This design comes from an exercise in tuning for small area, a short achievable clock period and few clock cycles on the open sky130 flow, not from production work.
RTL that was checked went through simulation tests only; none was proved equivalent to the original.
No activity file was given, so power comes from the tool's default toggle rates.

==> flow/design.v <==
module Integrate(
input clock,
input reset,enter,
input [7:0]Nin,
input prog_we,
input [4:0]prog_addr,
input [7:0]prog_data,
output halt,
output [7:0]Nout,
output inwait
);
reg [7:0] mem [0:31];
reg [4:0] FA;       
reg [4:0] OA;       
reg [7:0] IR;       
reg       iok;      
reg [7:0] XI;       
reg       vX;       
reg [7:0] OPR;      
reg       tk;       
reg       df;       
reg       ok;       
reg       inr;      
reg       started;  
reg [7:0] A;
reg       Z;        
wire [2:0] xop = XI[7:5];
wire [4:0] xa  = XI[4:0];
reg       halt_r, inwait_r;
assign halt   = halt_r;
assign inwait = inwait_r;
assign Nout   = A;
wire stall  = vX & ((xop == 3'd7) | ((xop == 3'd4) & ~(enter & started)));
wire xstore = vX & (xop == 3'd1) & reset;
reg [7:0] An;
reg       Zn;
wire [7:0] axo = A ^ OPR;
wire [7:0] aor = A | OPR;
wire       sum0 = (axo == {aor[6:0], 1'b0});
function [4:0] inc5;
	input [4:0] x;
	inc5 = {x[4] ^ (&x[3:0]), x[3] ^ (&x[2:0]), x[2] ^ (&x[1:0]), x[1] ^ x[0], ~x[0]};
endfunction
wire       xas = vX & ((xop == 3'd2) | (xop == 3'd3));
wire       xin = vX & (xop == 3'd4);
wire       xld = vX & (xop == 3'd0);
reg        Sf;
always @* begin
	Sf = A[7];
	if (vX)
		case (xop)
		3'd0: Sf = OPR[7];
		3'd4: Sf = Nin[7];
		default: ;
		endcase
end
always @* begin
	An = A;
	Zn = Z;
	if (vX)
		case (xop)
		3'd0: begin An = OPR; Zn = (OPR == 8'd0); end
		3'd2: begin An = A + OPR; Zn = sum0; end
		3'd3: begin An = A - OPR; Zn = (A == OPR); end
		3'd4: if (enter & started) begin An = Nin; Zn = (Nin == 8'd0); end
		default: ;
		endcase
end
wire [7:0] Oi    = tk ? OPR : IR;
wire       vO    = tk | iok;
wire       hzn   = vO & (Oi[7:5] == 3'd1) & (Oi[4:0] == FA);
wire       tkn   = vO & ~xas & (((Oi[7:5] == 3'd5) & ~xin & ~xld & Z) | ((Oi[7:5] == 3'd6) & ~Sf));
wire       dfn   = vO & ((xas & ((Oi[7:5] == 3'd5) | (Oi[7:5] == 3'd6))) | ((xin | xld) & (Oi[7:5] == 3'd5)));
wire       mis   = df & ((xop == 3'd5) ? Z : ~A[7]);
wire [4:0] FAn   = tkn ? inc5(Oi[4:0]) : (hzn ? FA : inc5(FA));
wire       wr0 = prog_we && prog_addr == 5'd0;
wire [7:0] w0 = wr0 ? prog_data : mem[0];
wire [7:0] w1 = (prog_we && prog_addr == 5'd1) ? prog_data : mem[1];
wire       cap = prog_we && inr && prog_addr == xa;
wire       ok_n = ~wr0 & (cap | (ok & inr));
wire [7:0] opr_p = cap ? prog_data : OPR;
wire       tk_p = ok_n & ((xop == 3'd5) | (xop == 3'd6));
wire       hz_p = ok_n & (xop == 3'd1) & (xa == 5'd1);
wire [7:0] rdO   = mem[OA];
wire [7:0] rdF   = mem[FA];
wire       fwdO  = xstore && xa == OA;
wire       fwdF  = xstore && xa == FA;
wire       go    = reset & ~mis & ~stall;    
wire       ld    = ~reset;                   
wire       keep  = reset & ~go;              
wire [7:0] IR_d  = (rdF & {8{go & ~fwdF}}) | (A & {8{go & fwdF}})
                 | ((ok_n ? w1 : w0) & {8{ld}}) | (IR & {8{keep}});
wire [7:0] OPR_d = (rdO & {8{go & ~fwdO}}) | (A & {8{go & fwdO}})
                 | (opr_p & {8{ld}}) | (OPR & {8{keep}});
wire [4:0] OA_p  = tk_p ? opr_p[4:0] : ok_n ? w1[4:0] : w0[4:0];
wire       aO    = go & tkn & ~fwdO;
wire       aF    = go & ~tkn & ~fwdF;
wire       aA    = go & (tkn ? fwdO : fwdF);
wire [4:0] OA_d  = (rdO[4:0] & {5{aO}}) | (rdF[4:0] & {5{aF}}) | (A[4:0] & {5{aA}})
                 | (OA_p & {5{ld}}) | (OPR[4:0] & {5{reset & mis}}) | (OA & {5{reset & ~mis & stall}});
wire [4:0] waddr = prog_we ? prog_addr : xa;
wire [7:0] wdata = prog_we ? prog_data : A;
always @(posedge clock)
	if (prog_we | xstore)
		mem[waddr] <= wdata;
always @(posedge clock) begin
	inr <= ~reset;
	IR <= IR_d;
	OPR <= OPR_d;
	OA <= OA_d;
	if (!reset) begin
		ok <= ok_n;
		XI <= w0;
		vX <= ok_n;
		iok <= ~hz_p;
		tk <= tk_p;
		df <= 1'b0;
		FA <= tk_p ? inc5(xa) : (ok_n & ~hz_p) ? 5'd2 : 5'd1;
	end else if (mis) begin
		vX <= 1'b0;
		df <= 1'b0;
		tk <= 1'b1;
		iok <= 1'b1;
		FA <= inc5(xa);
	end else if (!stall) begin
		XI <= Oi;
		vX <= vO;
		iok <= ~hzn;
		tk <= tkn;
		df <= dfn;
		FA <= FAn;
	end
end
always @(posedge clock, negedge reset) begin
	if (!reset) begin
		started <= 1'b0;
		halt_r <= 1'b0;
		inwait_r <= 1'b0;
		A <= 8'd0;
		Z <= 1'b1;
	end else begin
		started <= 1'b1;
		if (mis) begin
			halt_r <= 1'b0;
			inwait_r <= 1'b0;
		end else if (stall) begin
			halt_r <= vX & (xop == 3'd7);
			inwait_r <= vX & (xop == 3'd4);
		end else begin
			halt_r <= vO & (Oi[7:5] == 3'd7);
			inwait_r <= vO & (Oi[7:5] == 3'd4);
		end
		A <= An;
		Z <= Zn;
	end
end
endmodule
==> flow/config.mk <==
export PLATFORM = sky130hd
export DESIGN_NAME = Integrate
export DESIGN_NICKNAME = Integrate
export VERILOG_FILES = /design/flow/design.v
export SDC_FILE = /design/flow/constraint.sdc
export NUM_CORES = 4
export LEC_CHECK = 0
export CAP_MARGIN = 20
export CORE_MARGIN = 2
export CORE_UTILIZATION = 40
export CTS_CLUSTER_DIAMETER = 100
export CTS_CLUSTER_SIZE = 26
export SETUP_SLACK_MARGIN = 2.4
export SLEW_MARGIN = 20
==> flow/constraint.sdc <==
create_clock -name core_clock -period 5.0 [get_ports {clock}]
set_input_delay 1.0000 -clock core_clock [delete_from_list [all_inputs] [get_ports {clock}]]
set_output_delay 1.0000 -clock core_clock [all_outputs]
set_load 0.01 [all_outputs]
standard.sh (not shown) runs the stock make flow with config.mk's settings and CLKGATE_MAP_FILE= SYNTH_SCRIPT=/design/flow/synth_recipe.tcl, a recipe that flattens the netlist after the stock synthesis.
==> flow/flow/run.sh <==
#!/bin/bash
# The standard layout, with two resizer settings changed: gates may be resized
# to any drive strength (not only within one footprint), and the port buffers
# are plain buf_2 cells.  Each tool's output is in the ORFS logs under orfs/;
# make's own output goes to standard.log.
bash standard.sh MATCH_CELL_FOOTPRINT=0 "BUFFER_PORTS_ARGS=-buffer_cell sky130_fd_sc_hd__buf_2" finish > standard.log 2>&1
Testbench counts at the start, summed over its fixed seeds: cycles 11,140.
Rerun with:
--- a/flow/design.v
+++ b/flow/design.v
@@ -54,14 +54,15 @@
 		default: ;
 		endcase
 end
+wire [7:0] addsub = A + (OPR ^ {8{xop[0]}}) + {7'd0, xop[0]};
 always @* begin
 	An = A;
 	Zn = Z;
 	if (vX)
 		case (xop)
 		3'd0: begin An = OPR; Zn = (OPR == 8'd0); end
-		3'd2: begin An = A + OPR; Zn = sum0; end
-		3'd3: begin An = A - OPR; Zn = (A == OPR); end
+		3'd2: begin An = addsub; Zn = sum0; end
+		3'd3: begin An = addsub; Zn = (A == OPR); end
 		3'd4: if (enter & started) begin An = Nin; Zn = (Nin == 8'd0); end
 		default: ;
 		endcase
Effect: Setup slack loses 0.0036 ns; combinational power rose by 5.7%; design area rose by 0.84%; register-to-register slack loses 0.03 ns; hold slack gains 0.055 ns; via count rose by 2.6%; die area fell by 1.5%; sequential power rose by about 3%; critical path depth fell by 1; cell count rose by 0.86%.
No functional check of the RTL was part of the second run of this note.

==> re-timing with driven ports <==
The results above use ideal ports. As a check the final layouts listed here were re-extracted and re-timed, cells and wires unchanged.
Step 1: set_driving_cell puts a clkbuf_16 on clock and a buf_2 on each other input, an assumption about the parent block.
Step 2 adds t to the input delays and takes it off the output delays; t is the mean of the earliest and latest rising clock arrival at the registers after step 1. Input paths then give back, and output paths get back, about the clock's delay inside the block.
Slacks: no drivers / after step 1 / after step 2; pairs: no drivers / after step 1.
run	shift t [ns]	slack for setup (ns)	hold slack, ns	worst slew at a driven data input, ns
the first run	0.591	2.416 / 2.383 / 1.791	0.310 / 0.271 / 0.500	0.12
the second run	0.591	2.412 / 2.412 / 1.843	0.366 / 0.343 / 0.526	0.10
After both steps setup and hold are still met in every run listed. The setup slack of the first run, which loses most, moves by -0.033 ns with the drivers and by -0.625 ns with both steps.
